Background: an optimization exercise with open tools, aiming at small area. Do not read the settings as production practice. Where RTL was checked, it was by simulation tests only, not by an equivalence proof against the original. For run 2, only the layout was checked, not whether the RTL still works. Power and IR drop assume default switching activity. The flow treats the clock pin as an ideal source, which a real chip does not have.

===== flow/config.mk =====
export PLATFORM = sky130hd
export DESIGN_NAME = busmux
export DESIGN_NICKNAME = busmux
export VERILOG_FILES = /design/flow/design.v
export SDC_FILE = /design/flow/constraint.sdc
export NUM_CORES = 4
export LEC_CHECK = 0
export CAP_MARGIN = 20
export CORE_MARGIN = 2
export CORE_UTILIZATION = 40
export CTS_CLUSTER_DIAMETER = 120
export CTS_CLUSTER_SIZE = 34
export SLEW_MARGIN = 20
export SYNTH_HIERARCHICAL = 1

===== flow/constraint.sdc =====
create_clock -name core_clock -period 6.0 [get_ports {i_clk}]
set_input_delay 1.2000 -clock core_clock [delete_from_list [all_inputs] [get_ports {i_clk}]]
set_output_delay 1.2000 -clock core_clock [all_outputs]
set_load 0.01 [all_outputs]

===== flow/design.v =====
module busmux #(
    parameter DATAW = 32
) (
    input  wire               i_clk,
    input  wire               i_rst,
    input  wire               i_stb,
    input  wire               i_we,
    input  wire [7:0]         i_addr,
    input  wire [(DATAW-1):0] i_data,
    output wire               o_ack,
    output wire [(DATAW-1):0] o_data,
    output wire               o_xor
);
    localparam NREG = 14;
    function automatic [(NREG-1):0] wsel(input [1:0] g, input [2:0] s);
        begin
            wsel[0]  = (g == 2'd0) && !s[0];
            wsel[1]  = (g == 2'd0) &&  s[0];
            wsel[2]  = (g == 2'd1) && (s[1:0] == 2'd0);
            wsel[3]  = (g == 2'd1) && (s[1:0] == 2'd1);
            wsel[4]  = (g == 2'd1) && (s[1:0] == 2'd2);
            wsel[5]  = (g == 2'd2) && (s[1:0] == 2'd0);
            wsel[6]  = (g == 2'd2) && (s[1:0] == 2'd1);
            wsel[7]  = (g == 2'd2) && (s[1:0] == 2'd2);
            wsel[8]  = (g == 2'd2) && (s[1:0] == 2'd3);
            wsel[9]  = (g == 2'd3) && (s == 3'd0);
            wsel[10] = (g == 2'd3) && (s == 3'd1);
            wsel[11] = (g == 2'd3) && (s == 3'd2);
            wsel[12] = (g == 2'd3) && (s == 3'd3);
            wsel[13] = (g == 2'd3) && (s == 3'd4);
        end
    endfunction
    function automatic [(NREG-1):0] rsel(input [2:0] g, input [2:0] s);
        reg g0, g1, g2, g3;
        begin
            g0 = (g == 3'd0);
            g1 = (g == 3'd1);
            g2 = (g == 3'd2);
            g3 = g[2] || (g[1:0] == 2'd3);
            rsel[0]  = g0 && !s[0];
            rsel[1]  = g0 &&  s[0];
            rsel[2]  = g1 && (s[1:0] == 2'd0);
            rsel[3]  = g1 && (s[1:0] == 2'd1);
            rsel[4]  = g1 &&  s[1];
            rsel[5]  = g2 && (s[1:0] == 2'd0);
            rsel[6]  = g2 && (s[1:0] == 2'd1);
            rsel[7]  = g2 && (s[1:0] == 2'd2);
            rsel[8]  = g2 && (s[1:0] == 2'd3);
            rsel[9]  = g3 && (s == 3'd0);
            rsel[10] = g3 && (s == 3'd1);
            rsel[11] = g3 && (s == 3'd2);
            rsel[12] = g3 && (s == 3'd3);
            rsel[13] = g3 && s[2];
        end
    endfunction
    reg               r_wreq;
    reg [1:0]         r_wgrp;
    reg               c_we;
    reg [1:0]         c_grp;
    reg [2:0]         c_slot;
    reg               c_rst;
    reg [(DATAW-1):0] c_data;    
    reg               ph;        
    reg [(NREG*DATAW-1):0] mem;
    reg [(NREG-1):0]       par;
    reg               r_stb;
    reg               r_ack;
    reg [(DATAW-1):0] r_data;
    assign o_ack  = r_ack;
    assign o_data = r_data;
    assign o_xor  = ^par;
    always @(posedge i_clk) begin
        r_wreq <= i_stb && i_we && !i_addr[6];
        r_wgrp <= i_addr[5:4];
        c_we   <= r_wreq;
        c_grp  <= r_wgrp;
        c_slot <= i_addr[2:0];
        c_rst  <= i_rst;
        c_data <= i_data ^ {DATAW{ph_d}};
    end
    wire ph_n = !c_rst && !ph;
    wire ph_d = !ph_n;
    always @(posedge i_clk) begin
        ph <= ph_n;
    end
    wire [(NREG-1):0] a_en  = i_rst ? {NREG{1'b1}} : (r_wreq ? wsel(r_wgrp, i_addr[2:0]) : {NREG{1'b0}});
    wire              a_par = ^i_data & !i_rst;
    wire [(NREG-1):0] par_d;
    genvar i;
    generate
        for (i = 0; i < NREG; i = i + 1) begin : g_par
            bm_hold #(.W(1)) u_par (
                .i_en  (a_en[i]),
                .i_enb (!a_en[i]),
                .i_d   (a_par),
                .i_q   (par[i]),
                .o_d   (par_d[i])
            );
        end
    endgenerate
    always @(posedge i_clk) begin
        par <= par_d;
    end
    wire [(NREG-1):0]      c_en = c_rst ? {NREG{1'b1}} : (c_we ? wsel(c_grp, c_slot) : {NREG{1'b0}});
    wire [(DATAW-1):0]     c_wn = ~c_data | {DATAW{c_rst}};
    wire [(NREG*DATAW-1):0] mem_d;
    generate
        for (i = 0; i < NREG; i = i + 1) begin : g_mem
            bm_tog #(.W(DATAW)) u_mem (
                .i_en  (c_en[i]),
                .i_enb (!c_en[i]),
                .i_dn  (c_wn),
                .i_q   (mem[i*DATAW +: DATAW]),
                .o_d   (mem_d[i*DATAW +: DATAW])
            );
        end
    endgenerate
    always @(posedge i_clk) begin
        mem <= mem_d;
    end
    wire [(DATAW-1):0] rd;
    bm_rmux #(.W(DATAW), .N(NREG)) u_rmux (
        .i_sel  (rsel(i_addr[6:4], c_slot)),
        .i_d    (mem),
        .o_d    (rd)
    );
    always @(posedge i_clk) begin
        r_data <= rd ^ {DATAW{ph}};
    end
    always @(posedge i_clk) begin
        r_stb <= i_stb;
        if (!r_ack)
            r_ack <= r_stb;
        else
            r_ack <= 1'b0;
    end
endmodule
module bm_hold #(
    parameter W = 32
) (
    input  wire           i_en,
    input  wire           i_enb,
    input  wire [(W-1):0] i_d,
    input  wire [(W-1):0] i_q,
    output wire [(W-1):0] o_d
);
    assign o_d = ({W{i_en}} & i_d) | ({W{i_enb}} & i_q);
endmodule
module bm_tog #(
    parameter W = 32
) (
    input  wire           i_en,
    input  wire           i_enb,
    input  wire [(W-1):0] i_dn,
    input  wire [(W-1):0] i_q,
    output wire [(W-1):0] o_d
);
    assign o_d = ~((i_q | {W{i_en}}) & (i_dn | {W{i_enb}}));
endmodule
module bm_rmux #(
    parameter W = 32,
    parameter N = 14
) (
    input  wire [(N-1):0]   i_sel,
    input  wire [(N*W-1):0] i_d,
    output reg  [(W-1):0]   o_d
);
    integer k;
    always @(*) begin
        o_d = {W{1'b0}};
        for (k = 0; k < N; k = k + 1)
            o_d = o_d | ({W{i_sel[k]}} & i_d[k*W +: W]);
    end
endmodule

===== flow/flow/run.sh =====
#!/bin/bash
set -euo pipefail
export BUFFER_PORTS_ARGS="-buffer_cell sky130_fd_sc_hd__buf_1"
bash standard.sh finish > orfs_make.log 2>&1

===== flow/standard.sh =====
#!/bin/bash
# synth_recipe.tcl (not shown) runs the flow's synth.tcl, then flattens the netlist and writes it again
# the make line also repeats each setting of config.mk as NAME=value (left out here)
make -C /OpenROAD-flow-scripts/flow DESIGN_CONFIG=/design/flow/config.mk WORK_HOME=/design/flow/orfs CLKGATE_MAP_FILE= SYNTH_SCRIPT=/design/flow/synth_recipe.tcl "${@:-finish}"

==> results of run 1 <==
## power breakdown
part | leakage, nW | total [W] | switching [W] | internal [W]
Clock | 0.234 | 0.00164 | 0.00106 | 0.000582
Combinational | 2.26 | 0.00120 | 0.000709 | 0.000495
Sequential | 4.54 | 0.00434 | 0.000264 | 0.00408
Total | 7.03 | 0.00719 | 0.00203 | 0.00515
## registers in the layout, indices dropped and copies added, names as in the netlist, 2 cells and up
name and flops:
c_data 32, par 14, r_wgrp 2, c_grp 2
c_slot 3, r_data 32, mem 448
## stage by stage
step / util / worst slack [ns] / instance area (um2) / hold WS, ns
after global routing: 0.426 / 2.70 / 19800 / 0.441
final: 0.426 / 2.83 / 19800 / 0.428
after global placement: 0.414 / 2.20 / 19200 / 0.403
after floorplan: - / 3.34 / 18800 / 0.380
after CTS: 0.425 / 2.75 / 19700 / 0.430
after detailed placement: 0.414 / 2.19 / 19300 / 0.404
## logic make-up after synthesis
group | after synthesis | synth area share
AOI/OAI and AO/OA | 715 | 0.270
DFF | 539 | 0.575
buffers and inverters | 171 | 0.0602
and+or+nand+nor | 143 | 0.0448
xor gates and xnor gates | 108 | 0.0504
## layout make-up
type                            count  area (um2)  area share
Tap cell                          607         759      0.0384
Clock buffer                       19         475      0.0240
Sequential cell                   539       10800       0.545
Timing Repair Buffer              114         634      0.0321
Multi-Input combinational cell    966        7010       0.354
Clock inverter                      1        7.51    0.000379
Inverter                           29         109     0.00550
## worst max-delay path by stage
stage                    start    endpoint  slack, ns  depth (start not counted)
floorplan            i_addr[4]  r_data[15]       3.34                          8
global placement    i_data[13]      par[7]       2.20                          8
detailed placement  i_data[13]      par[5]       2.19                          8
CTS                 i_data[13]      par[4]       2.75                          8
global route        i_data[13]      par[7]       2.70                          8
finish              i_data[13]      par[7]       2.83                          8
## cell usage in the layout (no fill, tap or decap), drive strengths merged, types with 2 or more instances in the layout
| master | synthesis | layout |
|---|---|---|
| buf | 127 | 114 |
| o22ai | 448 | 448 |
| nand4 | 32 | 32 |
| xnor2 | 71 | 71 |
| a31o | 7 | 7 |
| nand2 | 5 | 5 |
| a21oi | 8 | 8 |
| a22o | 46 | 46 |
| and2 | 2 | 2 |
| a21o | 10 | 10 |
| clkinv | 0 | 5 |
| nor2 | 17 | 17 |
| nor3 | 3 | 3 |
| a22oi | 160 | 160 |
| nor2b | 11 | 11 |
| a41oi | 2 | 2 |
| clkbuf | 15 | 19 |
| inv | 29 | 24 |
| dfxtp | 539 | 539 |
| xor2 | 37 | 37 |
| nand2b | 34 | 34 |
| a221oi | 32 | 32 |
| and3 | 33 | 33 |
## routing by layer
| layer | vias to the layer above | wire length, um |
|---|---|---|
| met2 | 687 | 27500 |
| li1 | 6487 | - |
| met3 | 124 | 4830 |
| met1 | 7363 | 26000 |
| met5 | - | 0 |
| met4 | 0 | 1730 |
==> reports/results.md, run 1 <==
* 0 — number of enable-type register cells in the synthesized netlist
* r_ack — Worst Hold Launch
* 0.394 — met2 global-route usage
* buf_1 -> xnor2_1 -> xnor2_1 -> xnor2_1 -> xnor2_1 -> xnor2_1 -> nor2_1 -> a22o_1 — cells along the critical path
* 0 — post-detailed-route DRC marker count
* 0.00719 W — Total Power Consumption
* r_ack — end point of the worst hold path
* 32300 um — Post-DP HPWL
* 0.528 — final worst path period share
* sky130_fd_sc_hd__clkbuf_16 — Root Buffer Master
* XOR/XNOR gates — Worst path top cell family by delay
* 0 — number of resized instances in the post-cts repair step
* 18800 um2 — total standard cell area after synthesis
* 8 — number of warnings printed during yosys synthesis
* 48700 um2 — total die area
* 14 — Max FO, Critical Path
* 316 MHz — Peak Freq
* mem[4] — capture instance of the worst register-to-register path
* 78 — top-level I/O count
* 0.778 — final estimated routing congestion in global placement
* register — Worst Setup End Kind
* 0 — post-route antenna net violation count
* 0.12 ns — clock transition at the register clock pins on the worst setup and hold paths after CTS
* 1720 — net count after synthesis
* 0 — Post-CTS Setup Bufs
* met2 — most utilized layer in the global route result
* 1676 — Syn Inst Count
* 3 — Clock Tree Buf Depth
* 1 — Hold Path Stages
* 4441 — filler cell count in the final layout
* 2275 — non-filler cells, final
* 6.51 ns — Worst EP required
* 60000 um — Post-Route WL
* 0.339 — met1 track demand over resource in global routing
* reg -> reg — hold crit path type
* sky130_fd_sc_hd__dfxtp_1 (539), sky130_fd_sc_hd__o22ai_1 (448), sky130_fd_sc_hd__a22oi_1 (160), sky130_fd_sc_hd__xnor2_1 (71), sky130_fd_sc_hd__buf_2 (63) — Synth top cells by count
* sky130_fd_sc_hd__dfxtp_1 (57%), sky130_fd_sc_hd__o22ai_1 (15%), sky130_fd_sc_hd__a22oi_1 (6.4%), sky130_fd_sc_hd__xnor2_1 (3.3%), sky130_fd_sc_hd__buf_6 (2.7%) — leading cell types by total area after synthesis
* 0 — hold buffers post-CTS
* 2253 — Cells after DPL
* 89400 um — wire length of the first global-routing pass
* 14700 — DR vias
* 0.56 ns — insertion delay of the later-clocked pin in the worst-skew pair
* 0 — global-route congestion overflow total
* 5 — DRT Pass-1 Iters
* 0.0737 — fraction of final layout cells with drive strength greater than 1
* 0.72 ns — largest stage delay on the critical path
* 1 — H-tree levels
* 221 um — die boundary width
* 0.575 — area share of the largest cell type after synthesis
* 0 — Final Hold Fails
* 11.2 um2 — mean instance size in the synthesized netlist
* sky130_fd_sc_hd__xnor2_1 — most repeated library cell on the critical path
* 0.323 mV — Max IR drop VDD
* 34 — Synth cell types
* 1.09 ns — measured slew at the worst slew-check pin
* sky130_fd_sc_hd__dfxtp_1 — Synth Flop Type
* 0 — number of diodes added for antenna fixing
* 0.0289 — met3 usage
* 6 — worst r2r path cells
* 1 — CP bufs+invs
* 0.243 — global-route usage over all layers
* sky130_fd_sc_hd__dfxtp_1 — most common cell in the netlist
* 7.03 nW — leakage power
* primary input — kind of start point of the critical path
* 0 ns — setup total negative slack
* 6.44 — vias per cell
* 0 — antenna violations before repair
* sky130_fd_sc_hd__nor2_1 — slowest cell on the critical path
* 3.17 ns — final critical delay including setup and external delays
* 0.575 — fraction of the yosys area taken by sequential cells
* 0 — final number of max-transition violations
* 0.0179 ns — Setup Skew
* 539 — post-synthesis register bit count
* 221 um — DIE HEIGHT
* 3.67 ns — data arrival time of the critical path
* 46500 um2 — Floorplan Core Area
* complete, no violations — run status
* in -> reg — Critical Setup Path Class
* 19 — number of buffers inserted during clock tree synthesis
* 5.41% — layout-stage area growth over the synthesis result
* 0 — Finish-stage setup viols
* 539 — TritonCTS sink count
* 1713 — layout net count
* done — TritonCTS clock tree
* 0 — max-capacitance violation count
* 1731 — Detailed Route Iter0 Violations
* 0.274 — worst slew slack as a fraction of its limit
* 14400 — via count of the first global-routing pass
* c_rst — startpoint of the worst-slack reg-to-reg timing path
* false — setup repair after global routing missed its margin
* 79 — num rows
* 2.90 ns — worst reg-to-reg setup slack
* 48 — maximum number of pins on one net before global-route repair
* 363 nW/um2 — Power Dens Cells
* sky130_fd_sc_hd__dfxtp_1 — Synth area leader
* 0 — FFs w/ async S/R, synth
* 26.4 um — routed length per placed instance
* 75 — Port Buffers
* 0.404 — starting density of the core
==> run 2: changes to the inputs <==
--- a/flow/design.v
+++ b/flow/design.v
@@ -163,12 +163,41 @@
 ) (
     input  wire [(N-1):0]   i_sel,
     input  wire [(N*W-1):0] i_d,
-    output reg  [(W-1):0]   o_d
-);
-    integer k;
-    always @(*) begin
-        o_d = {W{1'b0}};
-        for (k = 0; k < N; k = k + 1)
-            o_d = o_d | ({W{i_sel[k]}} & i_d[k*W +: W]);
-    end
-endmodule
+    output wire [(W-1):0]   o_d
+);
+    genvar b;
+    generate
+        for (b = 0; b < W; b = b + 1) begin : g_bit
+            wire [4:0] n;
+            bm_aoi222 u_n0 (.a0(i_sel[0]),  .b0(i_d[0*W+b]),  .a1(i_sel[1]),  .b1(i_d[1*W+b]),
+                            .a2(i_sel[2]),  .b2(i_d[2*W+b]),  .y(n[0]));
+            bm_aoi222 u_n1 (.a0(i_sel[3]),  .b0(i_d[3*W+b]),  .a1(i_sel[4]),  .b1(i_d[4*W+b]),
+                            .a2(i_sel[5]),  .b2(i_d[5*W+b]),  .y(n[1]));
+            bm_aoi222 u_n2 (.a0(i_sel[6]),  .b0(i_d[6*W+b]),  .a1(i_sel[7]),  .b1(i_d[7*W+b]),
+                            .a2(i_sel[8]),  .b2(i_d[8*W+b]),  .y(n[2]));
+            bm_aoi222 u_n3 (.a0(i_sel[9]),  .b0(i_d[9*W+b]),  .a1(i_sel[10]), .b1(i_d[10*W+b]),
+                            .a2(i_sel[11]), .b2(i_d[11*W+b]), .y(n[3]));
+            bm_nand4  u_n4 (.i_n(n[3:0]), .y(n[4]));
+            bm_ao221  u_y  (.a0(i_sel[12]), .b0(i_d[12*W+b]), .a1(i_sel[13]), .b1(i_d[13*W+b]),
+                            .c(n[4]), .y(o_d[b]));
+        end
+    endgenerate
+endmodule
+module bm_aoi222 (
+    input  wire a0, b0, a1, b1, a2, b2,
+    output wire y
+);
+    assign y = ~((a0 & b0) | (a1 & b1) | (a2 & b2));
+endmodule
+module bm_nand4 (
+    input  wire [3:0] i_n,
+    output wire       y
+);
+    assign y = ~&i_n;
+endmodule
+module bm_ao221 (
+    input  wire a0, b0, a1, b1, c,
+    output wire y
+);
+    assign y = (a0 & b0) | (a1 & b1) | c;
+endmodule
--- a/flow/config.mk
+++ b/flow/config.mk
@@ -8,7 +8,7 @@
 export CAP_MARGIN = 20
 export CORE_MARGIN = 2
 export CORE_UTILIZATION = 40
-export CTS_CLUSTER_DIAMETER = 120
-export CTS_CLUSTER_SIZE = 34
+export CTS_CLUSTER_DIAMETER = 150
+export CTS_CLUSTER_SIZE = 30
 export SLEW_MARGIN = 20
 export SYNTH_HIERARCHICAL = 1
==> run 2 against run 1 <==
Largest cell class unchanged; sequential share of layout area is 1.8 points higher; sequential cell count stayed put; critical path depth is 3 lower; routed wire length is 5.5% lower; maximum frequency is 18% lower; clock power is 3% higher; clock skew is 0.0072 ns higher; sequential power hardly changed; still clean; critical path type is now reg -> reg; combinational power hardly changed.
==> reports/results.md, run 2 <==
* 0.219 — worst slew slack as a fraction of its limit, -0.0555
* 259 MHz — Peak Freq, -18%
* sky130_fd_sc_hd__a31o_2 — slowest cell on the critical path
* 78 — top-level I/O count, unchanged
* 7 — number of warnings printed during yosys synthesis, -1
* 75 — Port Buffers, unchanged
* 0 — number of resized instances in the post-cts repair step, unchanged
* 448 — number of flip-flops under the largest register name, unchanged
* register — Worst Setup End Kind
* buffers and inverters — Worst path top cell family by delay
* 539 — TritonCTS sink count, unchanged
* 0.0579 — fraction of final layout cells with drive strength greater than 1, -0.0158
* nor2b_1 -> a31o_2 -> clkinv_1 -> buf_4 -> o22ai_1 — cells along the critical path
* 0 — number of enable-type register cells in the synthesized netlist, unchanged
* 0 — antenna violations before repair, unchanged
* 1.17 ns — measured slew at the worst slew-check pin, +0.0856 ns
* sky130_fd_sc_hd__dfxtp_1 (60%), sky130_fd_sc_hd__o22ai_1 (16%), sky130_fd_sc_hd__a222oi_1 (7.1%), sky130_fd_sc_hd__xnor2_1 (3.5%), sky130_fd_sc_hd__buf_6 (2.6%) — leading cell types by total area after synthesis
* 0 — post-detailed-route DRC marker count, unchanged
* 11.7 um2 — mean instance size in the synthesized netlist, +4.6%
* 4.32 ns — data arrival time of the critical path, +0.65 ns
* sky130_fd_sc_hd__dfxtp_1 — Synth area leader
* reg -> reg — hold crit path type
* 18000 um2 — total standard cell area after synthesis, -4.0%
* mem (448), c_data (32), r_data (32) — largest registers
* 0 — multiplexer share of the synthesized area, unchanged
* 0 — post-route antenna net violation count, unchanged
* 6.61 — vias per cell, +2.6%
* 32 — Synth cell types, -5.9%
* 0.352 mV — Max IR drop VDD, +9.2%
* 6.46 ns — Worst EP required, -0.05 ns
* 9 — DRT Pass-1 Iters, +4
* compound AO/OA/AOI/OAI gates — dominant combinational cell family by area after synthesis
* 376 nW/um2 — Power Dens Cells, +3.4%
* 0.0356 — simple-gate share of the synthesized area, -0.00922
* 26.2 um — routed length per placed instance, -0.64%
* 3.85 ns — final critical delay including setup and external delays, +0.688 ns
* 0.0251 ns — Setup Skew, +0.00718 ns
* 1 — H-tree levels, unchanged
* 14300 — DR vias, -2.5%
* 0.599 — area share of the largest cell type after synthesis, +0.0242
* 0 — Post-CTS Setup Bufs, unchanged
* 0 — FFs w/ async S/R, synth, unchanged
* 6.44% — layout-stage area growth over the synthesis result
* 0.0525 — XOR/XNOR Fraction of Synth Area, +0.00212
* 44300 um2 — Floorplan Core Area, -4.6%
* 0 — number of diodes added for antenna fixing, unchanged
* 216 um — DIE HEIGHT, -2.0%
* 1945 — Detailed Route Iter0 Violations, +12%
* 77 — num rows, -2.5%
* 216 um — die boundary width, -2.0%
* 0.263 — Synth Area in Compound Gates, -0.00698
* 0 — global-route congestion overflow total, unchanged
* sky130_fd_sc_hd__clkbuf_16 — Root Buffer Master
* 0.599 — fraction of the yosys area taken by sequential cells, +0.0242
* done — TritonCTS clock tree
* 1582 — net count after synthesis, -8.0%
* sky130_fd_sc_hd__dfxtp_1 (537), sky130_fd_sc_hd__o22ai_1 (448), sky130_fd_sc_hd__a222oi_1 (128), sky130_fd_sc_hd__buf_1 (75), sky130_fd_sc_hd__xnor2_1 (71) — most frequent cells in the layout
* 0.642 — final worst path period share, +0.115
* reg -> reg — Critical Setup Path Class
* 0 — max-capacitance violation count, unchanged
* 31400 um — Post-DP HPWL, -2.6%
* 1.96 ns — placement-stage worst setup slack, -0.230 ns
* 0.11 ns — clock transition at the register clock pins on the worst setup and hold paths after CTS, about the same
* 0.418 ns — Hold Worst Slack, -0.0104 ns
* register — kind of start point of the critical path
* sky130_fd_sc_hd__dfxtp_1 (539), sky130_fd_sc_hd__o22ai_1 (448), sky130_fd_sc_hd__a222oi_1 (128), sky130_fd_sc_hd__xnor2_1 (71), sky130_fd_sc_hd__buf_6 (42) — Synth top cells by count
* 0.758 — final estimated routing congestion in global placement, -2.5%
* 6.94 nW — leakage power, -1.3%
* 2141 — Cells after DPL, -5.0%
* 4222 — filler cell count in the final layout, -4.9%
* sky130_fd_sc_hd__dfxtp_1 — most common cell in the netlist
* sky130_fd_sc_hd__dfxtp_1 — Synth Flop Type
* 0 — Finish-stage setup viols, unchanged
* 0.235 — global-route usage over all layers, -0.00768
* 0 — Final Hold Fails, unchanged
* 0.407 — starting density of the core, +0.00240
* 2163 — non-filler cells, final, -4.9%
* 1.00 ns — largest stage delay on the critical path, +0.28 ns
* 56700 um — Post-Route WL, -5.5%
* 46800 um2 — total die area, -4.0%
* 2 — CP bufs+invs, +1
* 0 — hold buffers post-CTS, unchanged
* 33 — Max FO, Critical Path, +19
* 0 ns — setup total negative slack, unchanged
* 13800 — via count of the first global-routing pass, -3.7%
* complete, no violations — run status
* 3 — Clock Tree Buf Depth, unchanged
* 0 — final number of max-transition violations, unchanged
* false — setup repair after global routing missed its margin
* 0 — Post-Synth Adder-Cell Area, unchanged
* 2.15 ns — Worst Slack Setup Final, -0.688 ns
* 0.433 — final core utilization, +0.00673
* 84800 um — wire length of the first global-routing pass, -5.1%
* 539 — post-synthesis register bit count, unchanged
* 48 — maximum number of pins on one net before global-route repair, unchanged
* 1616 — layout net count, -5.7%
* 1538 — Syn Inst Count, -8.2%
* mem — Reg with most FFs
* sky130_fd_sc_hd__dfxtp_1 — most common library cell in the layout ignoring fill and taps
* 0.56 ns — insertion delay of the later-clocked pin in the worst-skew pair, about the same
* 21 — number of buffers inserted during clock tree synthesis, +2
[run 2: cell types whose count changed in the layout (fill, tap and decap cells not counted), sizes merged, moves of 2 or more]
cell / previous run / this run
a22oi: 160 / 0
a222oi: 0 / 128
a221o: 0 / 32
a221oi: 32 / 0
a22o: 46 / 14
and3: 33 / 1
buf: 114 / 111
clkbuf: 19 / 22
clkinv: 5 / 3
inv: 24 / 26
[run 2: report_power, final]
group / internal [W] / leakage [nW] / switching [W]
Combinational: 0.000495 / 2.14 / 0.000679
Clock: 0.000639 / 0.260 / 0.00105
Sequential: 0.00408 / 4.54 / 0.000263
Total: 0.00521 / 6.94 / 0.00199
[run 2: cell families after synthesis]
family | after synthesis
AND/OR/NAND/NOR | 111
XOR/XNOR | 108
flip-flops | 539
buffers and inverters | 129
AO/OA/AOI/OAI | 651
[run 2: final cells by class]
class	count	area (um2)	share of cell area
clock buffer	22	529	0.0276
timing repair buffer	111	552	0.0288
sequential	539	10800	0.563
multi-input combinational	870	6450	0.336
tap	592	741	0.0386
inverter	29	109	0.00568
[run 2: layer usage]
| metal | share of wire | vias up | GRT usage | routed length [um] |
|---|---|---|---|---|
| li1 | - | 6267 | - | - |
| met1 | 0.41 | 7111 | 0.309 | 23000 |
| met2 | 0.46 | 768 | 0.387 | 26200 |
| met3 | 0.091 | 152 | 0.0365 | 5180 |
| met4 | 0.040 | 0 | 0.0947 | 2260 |
| met5 | 0 | - | 0 | 0 |
[run 2: path summary, 6_finish.rpt]
check / start / slack (ns) / end / cells past startpoint
worst max-delay path: c_slot[1] / 2.15 / mem[139] / 5
worst min register to register: r_ack / 0.42 / r_ack / 1
worst min-delay path: r_ack / 0.42 / r_ack / 1
worst max register to register: c_slot[1] / 2.15 / mem[139] / 5
[run 2: Yosys stat by module, one instance, submodules excluded, excerpt]
module,copies in the design,cells,area [um2]
bm_ao221,32,1,10.0
bm_nand4,32,1,6.26
busmux,1,800,12600
bm_aoi222,128,1,10.0
[run 2: metrics by stage]
step / total power (W) / instance area (um2)
after floorplan: 0.00519 / 18000
after global placement: 0.00553 / 18600
after detailed placement: 0.00558 / 18600
after CTS: 0.00722 / 19200
after global routing: 0.00750 / 19200
final: 0.00720 / 19200
==> run 3: changes to the inputs <==
--- a/flow/design.v
+++ b/flow/design.v
@@ -58,7 +58,7 @@
     reg               c_we;
     reg [1:0]         c_grp;
     reg [2:0]         c_slot;
-    reg               c_rst;
+    reg               c_rstn;    
     reg [(DATAW-1):0] c_data;    
     reg               ph;        
     reg [(NREG*DATAW-1):0] mem;
@@ -75,9 +75,10 @@
         c_we   <= r_wreq;
         c_grp  <= r_wgrp;
         c_slot <= i_addr[2:0];
-        c_rst  <= i_rst;
+        c_rstn <= !i_rst;
         c_data <= i_data ^ {DATAW{ph_d}};
     end
+    wire c_rst = !c_rstn;
     wire ph_n = !c_rst && !ph;
     wire ph_d = !ph_n;
     always @(posedge i_clk) begin
@@ -102,7 +103,7 @@
         par <= par_d;
     end
     wire [(NREG-1):0]      c_en = c_rst ? {NREG{1'b1}} : (c_we ? wsel(c_grp, c_slot) : {NREG{1'b0}});
-    wire [(DATAW-1):0]     c_wn = ~c_data | {DATAW{c_rst}};
+    wire [(DATAW-1):0]     c_wn = ~(c_data & {DATAW{c_rstn}});
     wire [(NREG*DATAW-1):0] mem_d;
     generate
         for (i = 0; i < NREG; i = i + 1) begin : g_mem
==> run 3 against run 2 <==
Clock skew is essentially flat; largest power group unchanged; non-clock buffer count increased by 7; synthesized cell count rose by 0.46%; cell area about the same; highest routed layer unchanged; combinational power about the same; critical path depth up 4; routed wire length increased by 0.86%.
==> reports/results.md, run 3 <==
* complete, no violations — run status
* 14100 — via count of the first global-routing pass, +1.8%
* 448 — number of flip-flops under the largest register name, unchanged
* 0 — Post-CTS Setup Bufs, unchanged
* 7.06% — layout-stage area growth over the synthesis result
* 3.76 ns — data arrival time of the critical path, -0.56 ns
* 14300 — DR vias, -0.32%
* 0 — Final Hold Fails, unchanged
* mem — Reg with most FFs
* 1632 — layout net count, +0.99%
* 1545 — Syn Inst Count, +0.46%
* 0.405 — starting density of the core, -0.00180
* 539 — post-synthesis register bit count, unchanged
* mem (448), c_data (32), r_data (32) — largest registers
* 0 — multiplexer share of the synthesized area, unchanged
* 0.603 — fraction of the yosys area taken by sequential cells, +0.00398
* 44200 um2 — Floorplan Core Area, -0.22%
* 77 — num rows, unchanged
* 0 — max-capacitance violation count, unchanged
* 3.26 ns — final critical delay including setup and external delays, -0.596 ns
* 0.0528 — XOR/XNOR Fraction of Synth Area, +0.000349
* 18 — Max FO, Critical Path, -45%
* 0.57 ns — insertion delay of the later-clocked pin in the worst-skew pair, about the same
* 0.237 — worst slew slack as a fraction of its limit, +0.0184
* 0.0605 — fraction of final layout cells with drive strength greater than 1, +0.00257
* 11.6 um2 — mean instance size in the synthesized netlist, -1.1%
* 4165 — filler cell count in the final layout, -1.4%
* 0.0342 — simple-gate share of the synthesized area, -0.00144
* 0.0256 ns — Setup Skew, +0.000480 ns
* 1589 — net count after synthesis, +0.44%
* 0 ns — setup total negative slack, unchanged
* 0.237 — global-route usage over all layers, +0.00243
* 0 — number of diodes added for antenna fixing, unchanged
* 6.54 — vias per cell, -1.1%
* 307 MHz — Peak Freq, +18%
* 0 — antenna violations before repair, unchanged
* 0.235 — Clk network pwr share, about the same
* 75 — Port Buffers, unchanged
* 86000 um — wire length of the first global-routing pass, +1.4%
* register — Worst Setup End Kind
* sky130_fd_sc_hd__dfxtp_1 — most common library cell in the layout ignoring fill and taps
* 0.433 — final core utilization, +0.000575
* 0.165 — share of total power in combinational logic, +0.002
* sky130_fd_sc_hd__dfxtp_1 (60%), sky130_fd_sc_hd__o22ai_1 (16%), sky130_fd_sc_hd__a222oi_1 (7.2%), sky130_fd_sc_hd__xnor2_1 (3.5%), sky130_fd_sc_hd__buf_6 (2.6%) — leading cell types by total area after synthesis
* false — setup repair after global routing missed its margin
* sky130_fd_sc_hd__dfxtp_1 — Synth Flop Type
* 0 — Finish-stage setup viols, unchanged
* sky130_fd_sc_hd__dfxtp_1 (539), sky130_fd_sc_hd__o22ai_1 (448), sky130_fd_sc_hd__a222oi_1 (128), sky130_fd_sc_hd__xnor2_1 (71), sky130_fd_sc_hd__nand2_1 (52) — Synth top cells by count
* 0.277 — proportion of total power due to net switching, +0.000513
* 0.757 — final estimated routing congestion in global placement, -0.20%
* sky130_fd_sc_hd__dfxtp_1 — most common cell in the netlist
* sky130_fd_sc_hd__dfxtp_1 — Synth area leader
* 216 um — die boundary width, -0.33%
* sky130_fd_sc_hd__nor2_2 — slowest cell on the critical path
* 0.00522 W — internal power, +0.12%
* done — TritonCTS clock tree
* reg -> reg — hold crit path type
* 0.603 — area share of the largest cell type after synthesis, +0.00398
* 21 — number of buffers inserted during clock tree synthesis, unchanged
* sky130_fd_sc_hd__clkbuf_16 — Root Buffer Master
* 1724 — Detailed Route Iter0 Violations, -11%
* 539 — TritonCTS sink count, unchanged
* 57200 um — Post-Route WL, +0.86%
* 0.260 — Synth Area in Compound Gates, -0.00308
* 1 — H-tree levels, unchanged
* 0.00200 W — switching power of the nets, +0.38%
* 0 — global-route congestion overflow total, unchanged
* 6.94 nW — leakage power, about the same
* 216 um — DIE HEIGHT, -0.33%
* 0 — Post-Synth Adder-Cell Area, unchanged
* 0.379 mV — Max IR drop VDD, +7.6%
* 377 nW/um2 — Power Dens Cells, +0.27%
* compound AO/OA/AOI/OAI gates — dominant combinational cell family by area after synthesis
* 46500 um2 — total die area, -0.65%
* 26.2 um — routed length per placed instance, +0.12%
* 78 — top-level I/O count, unchanged
* 0 — post-detailed-route DRC marker count, unchanged
* 0.543 — final worst path period share, -0.0994
* 31700 um — Post-DP HPWL, +0.86%
* 7 — number of warnings printed during yosys synthesis, unchanged
* 3 — Clock Tree Buf Depth, unchanged
* sky130_fd_sc_hd__dfxtp_1 (537), sky130_fd_sc_hd__o22ai_1 (448), sky130_fd_sc_hd__a222oi_1 (128), sky130_fd_sc_hd__buf_1 (75), sky130_fd_sc_hd__xnor2_1 (71) — most frequent cells in the layout
* buf_1 -> nor2_1 -> nand2_1 -> nor2_2 -> buf_4 -> a222oi_1 -> nand4_1 -> a221o_1 -> xor2_1 — cells along the critical path
* 17900 um2 — total standard cell area after synthesis, -0.66%
* 0.11 ns — clock transition at the register clock pins on the worst setup and hold paths after CTS, about the same
* 34 — maximum number of pins on one net before global-route repair, -29%
* 0 — number of resized instances in the post-cts repair step, unchanged
* 0 — FFs w/ async S/R, synth, unchanged
* 30 — Synth cell types, -6.3%
* 6.50 ns — Worst EP required, +0.04 ns
* 0 — post-route antenna net violation count, unchanged
* 0 — hold buffers post-CTS, unchanged
* 0.600 — sequential cell fraction of total power, -0.002
* 0.88 ns — largest stage delay on the critical path, -0.12 ns
* 6 — DRT Pass-1 Iters, -3
* primary input — kind of start point of the critical path
* 0 — number of enable-type register cells in the synthesized netlist, unchanged
* 1.14 ns — measured slew at the worst slew-check pin, -0.0288 ns
* in -> reg — Critical Setup Path Class
* 0 — final number of max-transition violations, unchanged
[run 3: cell types whose count changed in the layout (fill, tap and decap cells not counted), sizes merged, moves of 4 or more]
cell,before,now
nand2,5,52
a31o,7,0
nand2b,34,2
buf,111,118
o21a,0,4
o21ai,0,9
a21o,10,0
[run 3: final timing paths]
check	slack, ns	cells after the start	end	startpoint
worst max-delay path	2.74	9	r_data[26]	i_addr[5]
worst min-delay path	0.42	0	c_we	r_wreq
worst max register to register	2.91	7	r_data[26]	c_slot[0]
worst min register to register	0.42	0	c_we	r_wreq
[run 3: layout make-up]
cell class,count,area (um2),share of cell area
repair buffers,118,624,0.0326
well taps,592,741,0.0387
inverters,32,120,0.00627
multi-input cells,876,6350,0.332
clock buffers,22,529,0.0276
flip-flops and latches,539,10800,0.563
[run 3: worst max-delay path, delay by kind of cell]
kind                   cells  cell delay [ns]
buffers and inverters      2             0.64
AO/OA/AOI/OAI              2             0.44
XOR/XNOR                   1             0.17
AND/OR/NAND/NOR            4             1.29
[run 3: power by group through the flow]
| stage | registers, W | logic [W] | clock network (W) |
|---|---|---|---|
| final | 0.00433 | 0.00119 | 0.00169 |
| after CTS | 0.00432 | 0.00118 | 0.00172 |
| after floorplan | 0.00436 | 0.000821 | 0 |
| after global placement | 0.00439 | 0.00114 | 0 |
| after global routing | 0.00438 | 0.00129 | 0.00184 |
| after detailed placement | 0.00441 | 0.00118 | 0 |
[run 3: per-stage QoR]
stage               instance area, um2  total power, W  cells  hold slack (ns)  worst slack (ns)
finish                           19200         0.00722   2179            0.419              2.74
global route                     19200         0.00752   2179            0.455              2.62
CTS                              19100         0.00723   2178            0.427              2.62
detailed placement               18600         0.00558   2156            0.405              2.04
global placement                 18600         0.00553   2155            0.400              2.07
floorplan                        17900         0.00518   1545            0.355              1.55
[run 3: kinds of logic after synthesis]
kind of cell,after synthesis
AO/OA/AOI/OAI,643
XOR/XNOR,108
buffers and inverters,130
flip-flops,539
AND/OR/NAND/NOR,125
[run 3: layer usage]
metal / vias to the layer above / GRT usage / wire (um)
li1: 6288 / - / -
met1: 7096 / 0.317 / 23700
met2: 732 / 0.393 / 26600
met3: 136 / 0.0345 / 5070
met4: 0 / 0.0825 / 1850
met5: - / 0 / 0
[run 3: Yosys stat by module (local to each module, per instance), a selection]
module     flip-flops and latches  cells  cell area [um2]  copies in the design
busmux                        539    807            12500                     1
bm_ao221                        0      1             10.0                    32
bm_aoi222                       0      1             10.0                   128
bm_nand4                        0      1             6.26                    32
==> run 4: changes to the inputs <==
--- a/flow/design.v
+++ b/flow/design.v
@@ -85,15 +85,15 @@
         ph <= ph_n;
     end
     wire [(NREG-1):0] a_en  = i_rst ? {NREG{1'b1}} : (r_wreq ? wsel(r_wgrp, i_addr[2:0]) : {NREG{1'b0}});
-    wire              a_par = ^i_data & !i_rst;
+    wire              a_pn  = i_rst | (^i_data ^ ph_n);
     wire [(NREG-1):0] par_d;
     genvar i;
     generate
         for (i = 0; i < NREG; i = i + 1) begin : g_par
-            bm_hold #(.W(1)) u_par (
+            bm_tog #(.W(1)) u_par (
                 .i_en  (a_en[i]),
                 .i_enb (!a_en[i]),
-                .i_d   (a_par),
+                .i_dn  (a_pn),
                 .i_q   (par[i]),
                 .o_d   (par_d[i])
             );
@@ -135,17 +135,6 @@
         else
             r_ack <= 1'b0;
     end
-endmodule
-module bm_hold #(
-    parameter W = 32
-) (
-    input  wire           i_en,
-    input  wire           i_enb,
-    input  wire [(W-1):0] i_d,
-    input  wire [(W-1):0] i_q,
-    output wire [(W-1):0] o_d
-);
-    assign o_d = ({W{i_en}} & i_d) | ({W{i_enb}} & i_q);
 endmodule
 module bm_tog #(
     parameter W = 32
--- a/flow/config.mk
+++ b/flow/config.mk
@@ -5,10 +5,10 @@
 export SDC_FILE = /design/flow/constraint.sdc
 export NUM_CORES = 4
 export LEC_CHECK = 0
-export CAP_MARGIN = 20
+export CAP_MARGIN = 0
 export CORE_MARGIN = 2
 export CORE_UTILIZATION = 40
 export CTS_CLUSTER_DIAMETER = 150
 export CTS_CLUSTER_SIZE = 30
-export SLEW_MARGIN = 20
+export SLEW_MARGIN = 0
 export SYNTH_HIERARCHICAL = 1
==> run 4 against run 3 <==
Still clean; utilization about the same; setup slack got worse by 0.49 ns; worst hold slack worse by 0.011 ns; synthesized area hardly changed; sequential power about the same; register-to-register slack got worse by 0.65 ns; clock-buffer cell count did not move; via count is 0.46% higher; power up 1.1%; final cell count hardly changed; sequential share of layout area grew 0.051 points; critical path type is now reg -> reg; critical endpoint is now par[0].
==> reports/results.md, run 4 <==
* complete, no violations — run status
* sky130_fd_sc_hd__xnor2_1 — most repeated library cell on the critical path
* 26 — Max FO, Critical Path, +8
* 0.238 — global-route usage over all layers, +0.000879
* 14300 — DR vias, +0.46%
* reg -> reg — hold crit path type
* 3 — Clock Tree Buf Depth, unchanged
* sky130_fd_sc_hd__clkbuf_16 — Root Buffer Master
* 1622 — Detailed Route Iter0 Violations, -5.9%
* 0 — final number of max-transition violations, unchanged
* 1633 — layout net count, +0.061%
* 0 — Finish-stage setup viols, unchanged
* 46400 um2 — total die area, about the same
* 0.00730 W — Total Power Consumption, +1.1%
* 9 — DRT Pass-1 Iters, +3
* 0 — antenna violations before repair, unchanged
* 1.11 ns — measured slew at the worst slew-check pin, -0.0307 ns
* 0.11 ns — clock transition at the register clock pins on the worst setup and hold paths after CTS, about the same
* 215 um — DIE HEIGHT, about the same
* 44200 um2 — Floorplan Core Area, unchanged
* 0 ns — setup total negative slack, unchanged
* 77 — num rows, unchanged
* 13900 — via count of the first global-routing pass, -1.5%
* mem (448), c_data (32), r_data (32) — largest registers
* 21 — number of buffers inserted during clock tree synthesis, unchanged
* 215 um — die boundary width, about the same
* sky130_fd_sc_hd__dfxtp_1 — most common cell in the netlist
* 0 — post-detailed-route DRC marker count, unchanged
* 32 — Synth cell types, +6.7%
* register — kind of start point of the critical path
* 381 nW/um2 — Power Dens Cells, +1.2%
* sky130_fd_sc_hd__dfxtp_1 — Synth area leader
* 0.603 — fraction of the yosys area taken by sequential cells, about the same
* 6.56 — vias per cell, +0.37%
* 0.256 — Synth Area in Compound Gates, -0.00419
* 0 — number of enable-type register cells in the synthesized netlist, unchanged
* 17900 um2 — total standard cell area after synthesis, about the same
* 0.000560 — multiplexer share of the synthesized area, +0.000560
* 0 — hold buffers post-CTS, unchanged
* 539 — post-synthesis register bit count, unchanged
* 0.85 ns — largest stage delay on the critical path, -0.03 ns
* 85500 um — wire length of the first global-routing pass, -0.56%
* 3.74 ns — final critical delay including setup and external delays, +0.486 ns
* 0 — FFs w/ async S/R, synth, unchanged
* 0.0534 — XOR/XNOR Fraction of Synth Area, +0.000534
* sky130_fd_sc_hd__dfxtp_1 — Synth Flop Type
* 78 — top-level I/O count, unchanged
* 6.95 nW — leakage power, +0.12%
* 0 — number of resized instances in the post-cts repair step, unchanged
* 0.624 — final worst path period share, +0.0810
* 267 MHz — Peak Freq, -13%
* 11.5 um2 — mean instance size in the synthesized netlist, -0.34%
* 7.05% — layout-stage area growth over the synthesis result, about the same
* 1549 — Syn Inst Count, +0.26%
* 0 — Post-Synth Adder-Cell Area, unchanged
* sky130_fd_sc_hd__dfxtp_1 (539), sky130_fd_sc_hd__o22ai_1 (462), sky130_fd_sc_hd__a222oi_1 (128), sky130_fd_sc_hd__xnor2_1 (64), sky130_fd_sc_hd__nand2_1 (63) — Synth top cells by count
* 0 — max-capacitance violation count, unchanged
* 0.447 mV — Max IR drop VDD, +18%
* 0.0623 — fraction of final layout cells with drive strength greater than 1, +0.00185
* 4.14 ns — data arrival time of the critical path, +0.38 ns
* 0.603 — area share of the largest cell type after synthesis, about the same
* compound AO/OA/AOI/OAI gates — dominant combinational cell family by area after synthesis
* 0.404 — starting density of the core, about the same
* mem — Reg with most FFs
* 34 — maximum number of pins on one net before global-route repair, unchanged
* sky130_fd_sc_hd__dfxtp_1 — most common library cell in the layout ignoring fill and taps
* 10800 um2 — sequential standard cell area, unchanged
* sky130_fd_sc_hd__mux2i_1 — slowest cell on the critical path
* 0.817 — final estimated routing congestion in global placement, +8.0%
* 0.0119 ns — Setup Skew, -0.0137 ns
* 1 — H-tree levels, unchanged
* 448 — number of flip-flops under the largest register name, unchanged
* 0 — Final Hold Fails, unchanged
* sky130_fd_sc_hd__dfxtp_1 (537), sky130_fd_sc_hd__o22ai_1 (462), sky130_fd_sc_hd__a222oi_1 (128), sky130_fd_sc_hd__buf_1 (75), sky130_fd_sc_hd__xnor2_1 (64) — most frequent cells in the layout
* 0 — Post-CTS Setup Bufs, unchanged
* 0 — post-route antenna net violation count, unchanged
* 0.0363 — simple-gate share of the synthesized area, +0.00213
* sky130_fd_sc_hd__dfxtp_1 (60%), sky130_fd_sc_hd__o22ai_1 (16%), sky130_fd_sc_hd__a222oi_1 (7.2%), sky130_fd_sc_hd__xnor2_1 (3.1%), sky130_fd_sc_hd__buf_6 (2.6%) — leading cell types by total area after synthesis
* 75 — Port Buffers, unchanged
* 0.237 — worst slew slack as a fraction of its limit, about the same
* 32100 um — Post-DP HPWL, +1.3%
* 7 — number of warnings printed during yosys synthesis, unchanged
* 1593 — net count after synthesis, +0.25%
* 539 — TritonCTS sink count, unchanged
* buf_4 -> nor2b_4 -> xnor2_1 -> xnor2_1 -> xnor3_1 -> mux2i_1 -> o22ai_1 — cells along the critical path
* done — TritonCTS clock tree
* 0.56 ns — insertion delay of the later-clocked pin in the worst-skew pair, about the same
* 4176 — filler cell count in the final layout, +0.26%
* 0 — global-route congestion overflow total, unchanged
* 6.40 ns — Worst EP required, -0.10 ns
* 6370 um2 — total area of multi-input combinational cells, +0.24%
* false — setup repair after global routing missed its margin
* 26.4 um — routed length per placed instance, +0.44%
* 57500 um — Post-Route WL, +0.53%
* reg -> reg — Critical Setup Path Class
* register — Worst Setup End Kind
-- run 4: logic make-up after synthesis --
family                    Yosys count
AOI/OAI and AO/OA                 637
xor gates and xnor gates          105
buffers and inverters             131
DFF                               539
muxes                               1
and+or+nand+nor                   136
-- run 4: modules after synthesis (local to each module, per instance), excerpt --
module     cells  cell area (um2)
bm_ao221       1             10.0
bm_aoi222      1             10.0
bm_nand4       1             6.26
busmux       811            12500
-- run 4: final timing paths --
path	startpoint	to	slack, ns	cells past startpoint
setup reg to reg	c_rstn	par[0]	2.26	7
hold / removal	r_wreq	c_we	0.41	0
hold reg to reg	r_wreq	c_we	0.41	0
setup / recovery	c_rstn	par[0]	2.26	7
-- run 4: stage by stage --
stage	std cells	worst slack, ns	area (um2)	hold slack [ns]	util
final	2181	2.26	19100	0.407	0.433
after detailed placement	2158	2.24	18600	0.385	0.421
after global routing	2180	2.03	19100	0.416	0.433
after global placement	2158	2.28	18600	0.384	0.421
after CTS	2180	2.23	19100	0.407	0.433
after floorplan	1549	1.55	17900	0.363	-
-- run 4: critical path: cells and delay by family, from the launching register on --
family	cells	cell delay (ns)
xor gates and xnor gates	3	1.01
muxes	1	0.85
DFF	1	0.84
buffers and inverters	1	0.49
and+or+nand+nor	1	0.23
AOI/OAI and AO/OA	1	0.14
-- run 4: power breakdown --
group / internal (W) / leakage [nW] / switching, W
logic: 0.000521 / 2.15 / 0.000728
clock network: 0.000639 / 0.260 / 0.00106
registers: 0.00409 / 4.54 / 0.000263
-- run 4: final cells by class --
class,count,share of cell area
Tap cell,592,0.0387
Timing Repair Buffer,116,0.0308
Antenna cell,1,0.000131
Multi-Input combinational cell,879,0.333
Sequential cell,539,0.564
Inverter,32,0.00627
Clock buffer,22,0.0276
-- run 4: layer usage --
| layer | up-vias | global-route usage | wire length [um] |
|---|---|---|---|
| met5 | - | 0 | 0 |
| met4 | 0 | 0.0837 | 2030 |
| met3 | 147 | 0.0354 | 5310 |
| met2 | 746 | 0.386 | 26200 |
| met1 | 7142 | 0.325 | 24000 |
| li1 | 6283 | - | - |
==> run 5: changes to the inputs <==
==> flow/config.mk (replaced) <==
export PLATFORM = sky130hd
export DESIGN_NAME = busmux
export DESIGN_NICKNAME = busmux
export VERILOG_FILES = /design/flow/design.v
export SDC_FILE = /design/flow/constraint.sdc
export NUM_CORES = 4
export LEC_CHECK = 0
export CAP_MARGIN = 20
export CORE_MARGIN = 2
export CORE_UTILIZATION = 55
export CTS_CLUSTER_DIAMETER = 150
export CTS_CLUSTER_SIZE = 30
export SLEW_MARGIN = 20
export SYNTH_HIERARCHICAL = 1
==> run 5 against run 4 <==
Maximum frequency up 12%; cell area down 0.45%; sequential power about the same; clock power about the same; worst hold slack worse by 0.0097 ns; register-to-register slack better by 0.78 ns; critical path depth up 2.
==> reports/results.md, run 5 <==
* 0 — Post-Synth Adder-Cell Area, unchanged
* compound AO/OA/AOI/OAI gates — dominant combinational cell family by area after synthesis
* 75 — Port Buffers, unchanged
* 0 — number of diodes added for antenna fixing, -1
* 66 — num rows, -14%
* 0.603 — area share of the largest cell type after synthesis, unchanged
* 32 — Synth cell types, unchanged
* 448 — number of flip-flops under the largest register name, unchanged
* 6.57% — layout-stage area growth over the synthesis result
* 0.773 — final estimated routing congestion in global placement, -5.4%
* 299 MHz — Peak Freq, +12%
* 18400 um2 — Post-DP Area, -0.91%
* 1.24 ns — measured slew at the worst slew-check pin, +0.129 ns
* 1549 — Syn Inst Count, unchanged
* 0.256 — Synth Area in Compound Gates, unchanged
* 47 — maximum number of pins on one net before global-route repair, +38%
* 19100 um2 — post-route cell area, -0.45%
* 13700 — via count of the first global-routing pass, -1.2%
* sky130_fd_sc_hd__dfxtp_1 (539), sky130_fd_sc_hd__o22ai_1 (462), sky130_fd_sc_hd__a222oi_1 (128), sky130_fd_sc_hd__xnor2_1 (64), sky130_fd_sc_hd__nand2_1 (63) — Synth top cells by count
* 0.56 ns — insertion delay of the later-clocked pin in the worst-skew pair, about the same
* 3 — Clock Tree Buf Depth, unchanged
* 2.65 ns — Worst Slack Setup Final, +0.398 ns
* 3.80 ns — data arrival time of the critical path, -0.34 ns
* 184 um — DIE HEIGHT, -14%
* sky130_fd_sc_hd__clkbuf_16 — Root Buffer Master
* 6.96 nW — leakage power, about the same
* 0 — FFs w/ async S/R, synth, unchanged
* 0.558 — final worst path period share, -0.0664
* 7 — DRT Pass-1 Iters, -2
* 86000 um — wire length of the first global-routing pass, +0.61%
* 0.0363 — simple-gate share of the synthesized area, unchanged
* in -> reg — Critical Setup Path Class
* 184 um — die boundary width, -14%
* 17900 um2 — total standard cell area after synthesis, unchanged
* 0.397 ns — Hold Worst Slack, -0.00967 ns
* 0 — antenna violations before repair, unchanged
* 0.170 — worst slew slack as a fraction of its limit, -0.0666
* mem — Reg with most FFs
* 0 — global-route congestion overflow total, unchanged
* 0.0612 — fraction of final layout cells with drive strength greater than 1, -0.00118
* 539 — TritonCTS sink count, unchanged
* 0 — Finish-stage setup viols, unchanged
* 383 nW/um2 — Power Dens Cells, +0.51%
* 21 — number of buffers inserted during clock tree synthesis, unchanged
* 0 — max-capacitance violation count, unchanged
* false — setup repair after global routing missed its margin
* 32000 um — Post-DP HPWL, -0.40%
* 78 — top-level I/O count, unchanged
* 1631 — layout net count, -0.12%
* 0 ns — setup total negative slack, unchanged
* 32300 um2 — Floorplan Core Area, -27%
* 0 — hold buffers post-CTS, unchanged
* primary input — kind of start point of the critical path
* 0.337 — global-route usage over all layers, +0.0993
* register — Worst Setup End Kind
* done — TritonCTS clock tree
* 10800 um2 — sequential standard cell area, unchanged
* 0.554 — starting density of the core, +0.149
* mem (448), c_data (32), r_data (32) — largest registers
* 0 — final number of max-transition violations, unchanged
* sky130_fd_sc_hd__dfxtp_1 — Synth area leader
* 0 — post-route antenna net violation count, unchanged
* sky130_fd_sc_hd__dfxtp_1 — most common library cell in the layout ignoring fill and taps
* 0.000560 — multiplexer share of the synthesized area, unchanged
* 3.35 ns — final critical delay including setup and external delays, -0.398 ns
* 0.11 ns — clock transition at the register clock pins on the worst setup and hold paths after CTS, about the same
* 6440 um2 — total area of multi-input combinational cells, +1.0%
* 2755 — filler cell count in the final layout, -34%
* sky130_fd_sc_hd__dfxtp_1 — most common cell in the netlist
* 28.8 um — routed length per placed instance, +9.3%
* 1.98 ns — placement-stage worst setup slack, -0.261 ns
* 2079 — Detailed Route Iter0 Violations, +28%
* 6.46 ns — Worst EP required, +0.06 ns
* 7.18 — vias per cell, +9.4%
* 0 — number of enable-type register cells in the synthesized netlist, unchanged
* 58400 um — Post-Route WL, +1.6%
* 24 — Max FO, Critical Path, -7.7%
* 0 — number of resized instances in the post-cts repair step, unchanged
* sky130_fd_sc_hd__dfxtp_1 — Synth Flop Type
* sky130_fd_sc_hd__dfxtp_1 (537), sky130_fd_sc_hd__o22ai_1 (462), sky130_fd_sc_hd__a222oi_1 (128), sky130_fd_sc_hd__buf_1 (75), sky130_fd_sc_hd__xnor2_1 (64) — most frequent cells in the layout
* 0.0146 ns — Setup Skew, +0.00266 ns
* 539 — post-synthesis register bit count, unchanged
* 1 — H-tree levels, unchanged
* complete, no violations — run status
* 0.603 — fraction of the yosys area taken by sequential cells, unchanged
* 1593 — net count after synthesis, unchanged
* 0 — Post-CTS Setup Bufs, unchanged
* 0 — Final Hold Fails, unchanged
* 0.441 mV — Max IR drop VDD, -1.3%
* 0.0534 — XOR/XNOR Fraction of Synth Area, unchanged
* 34000 um2 — total die area, -27%
* 14600 — DR vias, +1.7%
* 0 — post-detailed-route DRC marker count, unchanged
* 11.5 um2 — mean instance size in the synthesized netlist, unchanged
* sky130_fd_sc_hd__dfxtp_1 (60%), sky130_fd_sc_hd__o22ai_1 (16%), sky130_fd_sc_hd__a222oi_1 (7.2%), sky130_fd_sc_hd__xnor2_1 (3.1%), sky130_fd_sc_hd__buf_6 (2.6%) — leading cell types by total area after synthesis
* reg -> reg — hold crit path type
* 7 — number of warnings printed during yosys synthesis, unchanged
## run 5: cell types whose count changed in the layout (fill, tap and decap cells not counted), sizes merged
cell / change
buf: -2
diode: -1
## run 5: modules after synthesis (local to each module, per instance), excerpt
module     times used  flops+latches
bm_ao221           32              0
bm_aoi222         128              0
bm_nand4           32              0
busmux              1            539
## run 5: final cells by class
type                       instances  share of cell area
sequential                       539               0.566
clock buffer                      22              0.0278
inverter                          32             0.00630
timing repair buffer             114              0.0329
multi-input combinational        879               0.338
tap                              442              0.0290
## run 5: worst max-delay path, stage by stage
cell and delay, ns:
sky130_fd_sc_hd__buf_1 0.26, sky130_fd_sc_hd__a21oi_1 0.20, sky130_fd_sc_hd__or2_2 0.40, sky130_fd_sc_hd__nor2_2 0.49, sky130_fd_sc_hd__buf_4 0.50, sky130_fd_sc_hd__a222oi_1 0.18
sky130_fd_sc_hd__nand4_1 0.13, sky130_fd_sc_hd__a221o_1 0.14, sky130_fd_sc_hd__xor2_1 0.27
## run 5: path summary, 6_finish.rpt
path | startpoint | endpoint | slack [ns] | cells past startpoint
hold / removal | r_wgrp[0] | c_grp[0] | 0.40 | 0
hold reg to reg | r_wgrp[0] | c_grp[0] | 0.40 | 0
setup reg to reg | c_slot[0] | r_data[11] | 3.04 | 6
setup / recovery | i_addr[4] | r_data[11] | 2.65 | 9
## run 5: logic make-up after synthesis
family          Yosys count
compound gates          637
flops                   539
simple gates            136
buf+inv                 131
xor+xnor                105
mux                       1
## run 5: per-layer routing
metal  track usage  vias to the layer above  share of wire
met4         0.135                        0          0.044
li1              -                     6290              -
met3        0.0543                      135           0.10
met1         0.485                     7262           0.43
met5             0                        -              0
met2         0.508                      872           0.42
## run 5: per-stage QoR
step / utilization / power [W] / cells
floorplan: - / 0.00525 / 1549
global placement: 0.571 / 0.00562 / 2002
detailed placement: 0.571 / 0.00566 / 2002
CTS: 0.588 / 0.00729 / 2024
global route: 0.590 / 0.00759 / 2028
finish: 0.590 / 0.00730 / 2028
## run 5: report_power, final
part,leakage [nW],internal [W],switching [W]
registers,4.54,0.00409,0.000254
logic,2.16,0.000528,0.000736
clock network,0.260,0.000638,0.00106
==> run 6: changes to the inputs <==
--- a/flow/config.mk
+++ b/flow/config.mk
@@ -7,8 +7,8 @@
 export LEC_CHECK = 0
 export CAP_MARGIN = 20
 export CORE_MARGIN = 2
-export CORE_UTILIZATION = 55
+export CORE_UTILIZATION = 40
 export CTS_CLUSTER_DIAMETER = 150
-export CTS_CLUSTER_SIZE = 30
+export CTS_CLUSTER_SIZE = 32
 export SLEW_MARGIN = 20
 export SYNTH_HIERARCHICAL = 1
==> run 6 against run 5 <==
Synthesized area did not move; clock power about the same; still clean; critical path type is now reg -> reg; largest cell class unchanged; combinational power about the same; largest power group unchanged.
==> reports/results.md, run 6 <==
* complete, no violations — run status
* 13900 — via count of the first global-routing pass, +1.0%
* sky130_fd_sc_hd__dfxtp_1 — Synth Flop Type
* 0.0104 ns — Setup Skew, -0.00417 ns
* mem (448), c_data (32), r_data (32) — largest registers
* sky130_fd_sc_hd__dfxtp_1 — most common cell in the netlist
* met2 — most utilized layer in the global route result
* 0.433 — final core utilization, -0.157
* 2.24 ns — placement-stage worst setup slack, +0.261 ns
* 7.08% — layout-stage area growth over the synthesis result
* 85500 um — wire length of the first global-routing pass, -0.59%
* sky130_fd_sc_hd__clkbuf_16 — Root Buffer Master
* 26 — Max FO, Critical Path, +8.3%
* 0.445 mV — Max IR drop VDD, +0.84%
* 44200 um2 — Floorplan Core Area, +37%
* mem — Reg with most FFs
* 0.238 — global-route usage over all layers, -0.0997
* 0 — Post-CTS Setup Bufs, unchanged
* 57600 um — Post-Route WL, -1.5%
* 2180 — non-filler cells, final, +7.5%
* reg -> reg — Critical Setup Path Class
* false — setup repair after global routing missed its margin
* 280 MHz — Peak Freq, -6.4%
* sky130_fd_sc_hd__dfxtp_1 — Synth area leader
* 0 — Finish-stage setup viols, unchanged
* sky130_fd_sc_hd__dfxtp_1 (539), sky130_fd_sc_hd__o22ai_1 (462), sky130_fd_sc_hd__a222oi_1 (128), sky130_fd_sc_hd__xnor2_1 (64), sky130_fd_sc_hd__nand2_1 (63) — Synth top cells by count
* 34 — maximum number of pins on one net before global-route repair, -28%
* sky130_fd_sc_hd__dfxtp_1 (537), sky130_fd_sc_hd__o22ai_1 (462), sky130_fd_sc_hd__a222oi_1 (128), sky130_fd_sc_hd__buf_1 (75), sky130_fd_sc_hd__xnor2_1 (64) — most frequent cells in the layout
* 20 — number of buffers inserted during clock tree synthesis, -4.8%
* 0 — post-detailed-route DRC marker count, unchanged
* 539 — post-synthesis register bit count, unchanged
* 0.85 ns — largest stage delay on the critical path, +0.35 ns
* 0 — Final Hold Fails, unchanged
* register — kind of start point of the critical path
* 3.99 ns — data arrival time of the critical path, +0.19 ns
* 0.405 ns — Hold Worst Slack, +0.00708 ns
* register — Worst Setup End Kind
* sky130_fd_sc_hd__dfxtp_2 — slowest cell on the critical path
* 0.596 — final worst path period share, +0.0381
* 32100 um — Post-DP HPWL, +0.40%
* 3.57 ns — final critical delay including setup and external delays, +0.229 ns
* 0.302 — worst slew slack as a fraction of its limit, +0.132
* 0 — number of enable-type register cells in the synthesized netlist, unchanged
* 75 — Port Buffers, unchanged
* 0.404 — starting density of the core, -0.149
* 0.56 ns — insertion delay of the later-clocked pin in the worst-skew pair, about the same
* 0 ns — setup total negative slack, unchanged
* 0 — antenna violations before repair, unchanged
* 0.817 — final estimated routing congestion in global placement, +5.7%
* done — TritonCTS clock tree
* 448 — number of flip-flops under the largest register name, unchanged
* 46400 um2 — total die area, +37%
* 1549 — Syn Inst Count, unchanged
* 6.62 — vias per cell, -7.8%
* 1593 — net count after synthesis, unchanged
* 539 — TritonCTS sink count, unchanged
* 6.95 nW — leakage power, -0.14%
* 7 — DRT Pass-1 Iters, unchanged
* 77 — num rows, +17%
* 0 — hold buffers post-CTS, unchanged
* 3 — Clock Tree Buf Depth, unchanged
* 0 — post-route antenna net violation count, unchanged
* 0 — final number of max-transition violations, unchanged
* 0 — FFs w/ async S/R, synth, unchanged
* sky130_fd_sc_hd__xnor2_1 — most repeated library cell on the critical path
* 6.41 ns — Worst EP required, -0.05 ns
* 1818 — Detailed Route Iter0 Violations, -13%
* 1 — H-tree levels, unchanged
* 0.387 — met2 global-route usage, -0.121
* 78 — top-level I/O count, unchanged
* 0 — global-route congestion overflow total, unchanged
* 17900 um2 — total standard cell area after synthesis, unchanged
* 11.5 um2 — mean instance size in the synthesized netlist, unchanged
* 382 nW/um2 — Power Dens Cells, -0.41%
* 0.603 — area share of the largest cell type after synthesis, unchanged
* 1632 — layout net count, +0.061%
* 215 um — die boundary width, +17%
* 0.11 ns — clock transition at the register clock pins on the worst setup and hold paths after CTS, about the same
* reg -> reg — hold crit path type
* 2.43 ns — Worst Slack Setup Final, -0.229 ns
* 2158 — Cells after DPL, +7.8%
* 0.327 — met1 track demand over resource in global routing, -0.158
* 0.0321 — met3 usage, -0.0222
* buf_4 -> nor2b_4 -> xnor2_1 -> xnor2_1 -> xnor3_1 -> mux2i_2 -> o22ai_1 — cells along the critical path
* 0.603 — fraction of the yosys area taken by sequential cells, unchanged
* 215 um — DIE HEIGHT, +17%
* sky130_fd_sc_hd__dfxtp_1 (60%), sky130_fd_sc_hd__o22ai_1 (16%), sky130_fd_sc_hd__a222oi_1 (7.2%), sky130_fd_sc_hd__xnor2_1 (3.1%), sky130_fd_sc_hd__buf_6 (2.6%) — leading cell types by total area after synthesis
* 0 — max-capacitance violation count, unchanged
* 0 — number of diodes added for antenna fixing, unchanged
* 14400 — DR vias, -0.94%
* sky130_fd_sc_hd__dfxtp_1 — most common library cell in the layout ignoring fill and taps
* 7 — number of warnings printed during yosys synthesis, unchanged
* 0.0636 — fraction of final layout cells with drive strength greater than 1, +0.00244
* 26.4 um — routed length per placed instance, -8.3%
* 1.05 ns — measured slew at the worst slew-check pin, -0.196 ns
* 32 — Synth cell types, unchanged
* 0 — number of resized instances in the post-cts repair step, unchanged
## run 6: power by group
| part | switching, W | internal [W] | total [W] |
|---|---|---|---|
| Combinational | 0.000734 | 0.000525 | 0.00126 |
| Clock | 0.00106 | 0.000637 | 0.00170 |
| Sequential | 0.000264 | 0.00409 | 0.00435 |
| Total | 0.00206 | 0.00525 | 0.00731 |
## run 6: cell families after synthesis
group	synth area share
xor gates and xnor gates	0.0534
AOI/OAI and AO/OA	0.256
and+or+nand+nor	0.0363
muxes	0.000560
buffers and inverters	0.0507
DFF	0.603
## run 6: layer usage
layer / wire (um) / share of wire / up-vias
met5: 0 / 0 / -
met4: 1970 / 0.034 / 0
met3: 5080 / 0.088 / 129
met2: 26200 / 0.46 / 759
met1: 24300 / 0.42 / 7260
li1: - / - / 6274
## run 6: worst paths after layout
path / startpoint / endpoint / slack [ns] / cells past startpoint
hold reg to reg: r_wgrp[1] / c_grp[1] / 0.40 / 0
setup reg to reg: c_rstn / par[11] / 2.43 / 7
hold / removal: r_wgrp[1] / c_grp[1] / 0.40 / 0
setup / recovery: c_rstn / par[11] / 2.43 / 7
## run 6: Yosys stat by module, one instance, submodules excluded, excerpt
module	cells	cell area (um2)	flip-flops and latches
bm_ao221	1	10.0	0
bm_aoi222	1	10.0	0
bm_nand4	1	6.26	0
busmux	811	12500	539
## run 6: layout make-up
class | instances | area (um2)
multi-input cells | 879 | 6370
clock inverters | 1 | 7.51
well taps | 592 | 741
inverters | 32 | 120
clock buffers | 21 | 526
repair buffers | 116 | 589
flip-flops and latches | 539 | 10800
fillers | 4172 | 25100
## run 6: per-stage QoR
stage	cell area (um2)	total power [W]
after floorplan	17900	0.00525
after global placement	18600	0.00561
after detailed placement	18600	0.00567
after CTS	19100	0.00731
after global routing	19100	0.00762
final	19100	0.00731
## run 6: worst max-delay path: cells and delay by family (launching register included)
kind / cells / cell delay (ns)
flip-flops: 1 / 0.85
buffers and inverters: 1 / 0.49
AND/OR/NAND/NOR: 1 / 0.24
AO/OA/AOI/OAI: 1 / 0.14
multiplexers: 1 / 0.64
XOR/XNOR: 3 / 1.05

-- afterwards: timing with drivers on the ports --
The results above use ideal ports. As a check the final layouts listed here were re-extracted and re-timed, cells and wires unchanged. Step 1, drivers: a clkbuf_16 drives i_clk and a buf_2 each remaining input, both assumed. Step 2 adds t to the input delays and takes it off the output delays; t is the mean of the earliest and latest rising clock arrival at the registers after step 1. Input paths then give back, and output paths get back, about the clock's delay inside the block. a / b / c = ideal / step 1 / step 2; a / b = the first two.
| run | t, ns | setup WS [ns] | cell pins on the clock port's net |
|---|---|---|---|
| run 1 | 0.609 | 2.834 / 2.871 / 2.262 | 1 |
| run 2 | 0.613 | 2.146 / 2.146 / 1.893 | 1 |
| run 3 | 0.608 | 2.742 / 2.767 / 2.159 | 1 |
| run 4 | 0.614 | 2.256 / 2.256 / 2.185 | 1 |
| run 5 | 0.603 | 2.655 / 2.683 / 2.080 | 1 |
| run 6 | 0.608 | 2.426 / 2.426 / 2.210 | 1 |
After both steps every run listed still meets setup and hold. The setup slack of run 3, which loses most, moves by +0.025 ns with the drivers and by -0.583 ns with both steps.
